This is an optimization exercise on Yosys and OpenROAD, whose aim is small area, a short achievable clock period and few clock cycles, not a production implementation. The RTL was checked by simulation tests, not by an equivalence proof against the original design. Power and IR drop assume default switching activity.

== red ==
Design MIPS, start of the top module:
module MIPS(
    input clk,
    input reset,
    input [31:0] memOutput,
    output [31:0] memDir,
    output [31:0] memDato,
    output mem_wd,
    output mem_rd
    );
  reg [31:0] fa;           
  reg [9:0]  fpc;          
  reg        mcyc;         
  reg        mlw;          
  reg [4:0]  mrt;          
  reg        wd_r;         
  reg [31:0] md;           
  reg [31:0] ir;           
  reg [9:0]  pcD;
  reg        vD, pD;       
  reg        vE;           
  reg [31:0] A, B, SD;     
  reg [9:0]  pcE;
  reg [9:0]  tgtE;         
  reg [4:0]  rsE, rtE, rdE;
  reg        eSkip1;
  reg        eR, eLw, eSw, eBeq, eBne, ePred, eSub, eBrt;
  reg [1:0]  eOp;          
  reg        eAdd;         
  reg [31:0] rf [0:31];
  reg [31:0] valid;
  assign memDir  = fa;
  assign memDato = md;
  assign mem_wd  = wd_r;
  assign mem_rd  = ~wd_r;
  wire [32:0] sum33 = {A, 1'b1} + {B, eSub};
  wire [31:0] sum   = sum33[32:1];
  reg  [31:0] logic_r;
  always @* begin
    case (eOp)
      2'd1: logic_r = A & B;
      2'd2: logic_r = A | B;
      2'd3: logic_r = ~(A | B);
      default: logic_r = 32'd0;
    endcase
  end
  wire [31:0] alu = (sum & {32{eAdd}}) | logic_r;
  wire eAct   = vE & ~mcyc;
  wire eq     = (A == B);
  wire eTaken = (eBeq & eq) | (eBne & ~eq);
  wire eKill  = eAct & (eBeq | eBne) & eTaken & ~ePred & eSkip1 & vD & ~pD;
  wire eRedir = eAct & (eBeq | eBne) & (eTaken ^ ePred) & ~eKill;
  wire eWr    = eAct & eR;
  wire eMem   = eAct & (eLw | eSw);
  wire [5:0] op    = ir[31:26];
  wire [4:0] rs    = ir[25:21];
  wire [4:0] rt    = ir[20:16];
  wire [4:0] rd    = ir[15:11];
  wire [5:0] funct = ir[5:0];
  wire dR   = (op == 6'h00);
  wire dLw  = (op == 6'h23);
  wire dSw  = (op == 6'h2B);
  wire dBeq = (op == 6'h04);
  wire dBne = (op == 6'h05);
  wire dSub = dR & (funct == 6'h22);
  wire dImm = dLw | dSw;
  reg [1:0] dOp;
  always @* begin
    dOp = 2'd0;
    if (dR)
      case (funct)
        6'h24: dOp = 2'd1;
        6'h25: dOp = 2'd2;
        6'h27: dOp = 2'd3;
        default: dOp = 2'd0;
      endcase
  end
  reg [31:0] selA, selB;   
  reg [4:0]  iniA, iniB;   
  reg [31:0] rfA, rfB;
  ...
For scale: about 4600 cells after synthesis, roughly 1400 flip-flops, roughly 100 I/O pins, roughly 62000 um2 of cells after synthesis.
Settings: LEC_CHECK=0, ABC_CLOCK_PERIOD_IN_PS=2500, CAP_MARGIN=20, CELL_PAD_IN_SITES_DETAIL_PLACEMENT=1, CELL_PAD_IN_SITES_GLOBAL_PLACEMENT=2, CORE_MARGIN=2, CORE_UTILIZATION=32, PLACE_DENSITY=0.55, SETUP_SLACK_MARGIN=4.2, SLEW_MARGIN=20; clock period 7.5 ns.
run.sh (not shown) runs the stock make flow with config.mk's settings and CLKGATE_MAP_FILE= SYNTH_SCRIPT=/design/flow/synth_recipe.tcl, a recipe that flattens the netlist after the stock synthesis.
red finished every stage and its layout cleared the timing, DRC and antenna checks.
Testbench counts of red, summed over its fixed seeds: cycles 56,325.
diff inputs: red => blue
# red
export LEC_CHECK = 0
export ABC_CLOCK_PERIOD_IN_PS = 2500
export CAP_MARGIN = 20
export CELL_PAD_IN_SITES_DETAIL_PLACEMENT = 1
export CELL_PAD_IN_SITES_GLOBAL_PLACEMENT = 2
export CORE_MARGIN = 2
export CORE_UTILIZATION = 32
export PLACE_DENSITY = 0.55
export SETUP_SLACK_MARGIN = 4.2
export SLEW_MARGIN = 20
create_clock -name core_clock -period 7.5 [get_ports {clk}]
# blue
export LEC_CHECK = 0
export CAP_MARGIN = 20
export CELL_PAD_IN_SITES_DETAIL_PLACEMENT = 1
export CELL_PAD_IN_SITES_GLOBAL_PLACEMENT = 2
export CORE_MARGIN = 2
export CORE_UTILIZATION = 45
export CTS_BUF_LIST = sky130_fd_sc_hd__clkbuf_16
export CTS_CLUSTER_DIAMETER = 70
export CTS_CLUSTER_SIZE = 24
export PLACE_DENSITY = 0.65
export SETUP_SLACK_MARGIN = 4.2
export SLEW_MARGIN = 20
create_clock -name core_clock -period 7.5 [get_ports {clk}]
### Flow results
blue finished end to end and its layout was clean on timing, DRC and antenna.
Compared with red, blue is the less power-hungry design.
blue vs red — net switching power dropped 1.4%.
On footprint of the flip-flops and latches, red and blue are basically level.
Compared blue vs red, and final weighted congestion of routability-driven global placement is up in blue.
Summary of blue over red: wire length on met3 now larger, post-detailed-placement cell area now smaller, sequential share of layout area now larger, clock buffer count now smaller.

-- what the ideal ports hide --
In the flow no input, the clock included, has a driving cell. The finished layouts below were timed again as built, in two steps. Step 1 sets driving cells, clkbuf_16 on the clock port and buf_2 on the other inputs (assumed; they add their load-dependent delay and slew). Step 2, shift: input delay + t, output delay - t, t = (earliest + latest rising clock arrival at the registers) / 2. This alone moves slack from input paths to output paths. Slacks: ideal / step 1 / step 2; pairs: ideal / step 1.
run	t (ns)	setup slack, ns	latest minus earliest clock arrival (ns)	slew at the worst register clock pin (ns)	worst slew at a driven data input, ns
red	0.915	4.048 / 4.048 / 3.324	0.041 / 0.041	0.07 / 0.07	0.17
blue	0.852	3.920 / 3.969 / 3.118	0.085 / 0.085	0.10 / 0.10	0.09
After both steps every run listed still meets setup and hold. The setup slack of blue, which loses most, moves by +0.049 ns with the drivers and by -0.802 ns with both steps.
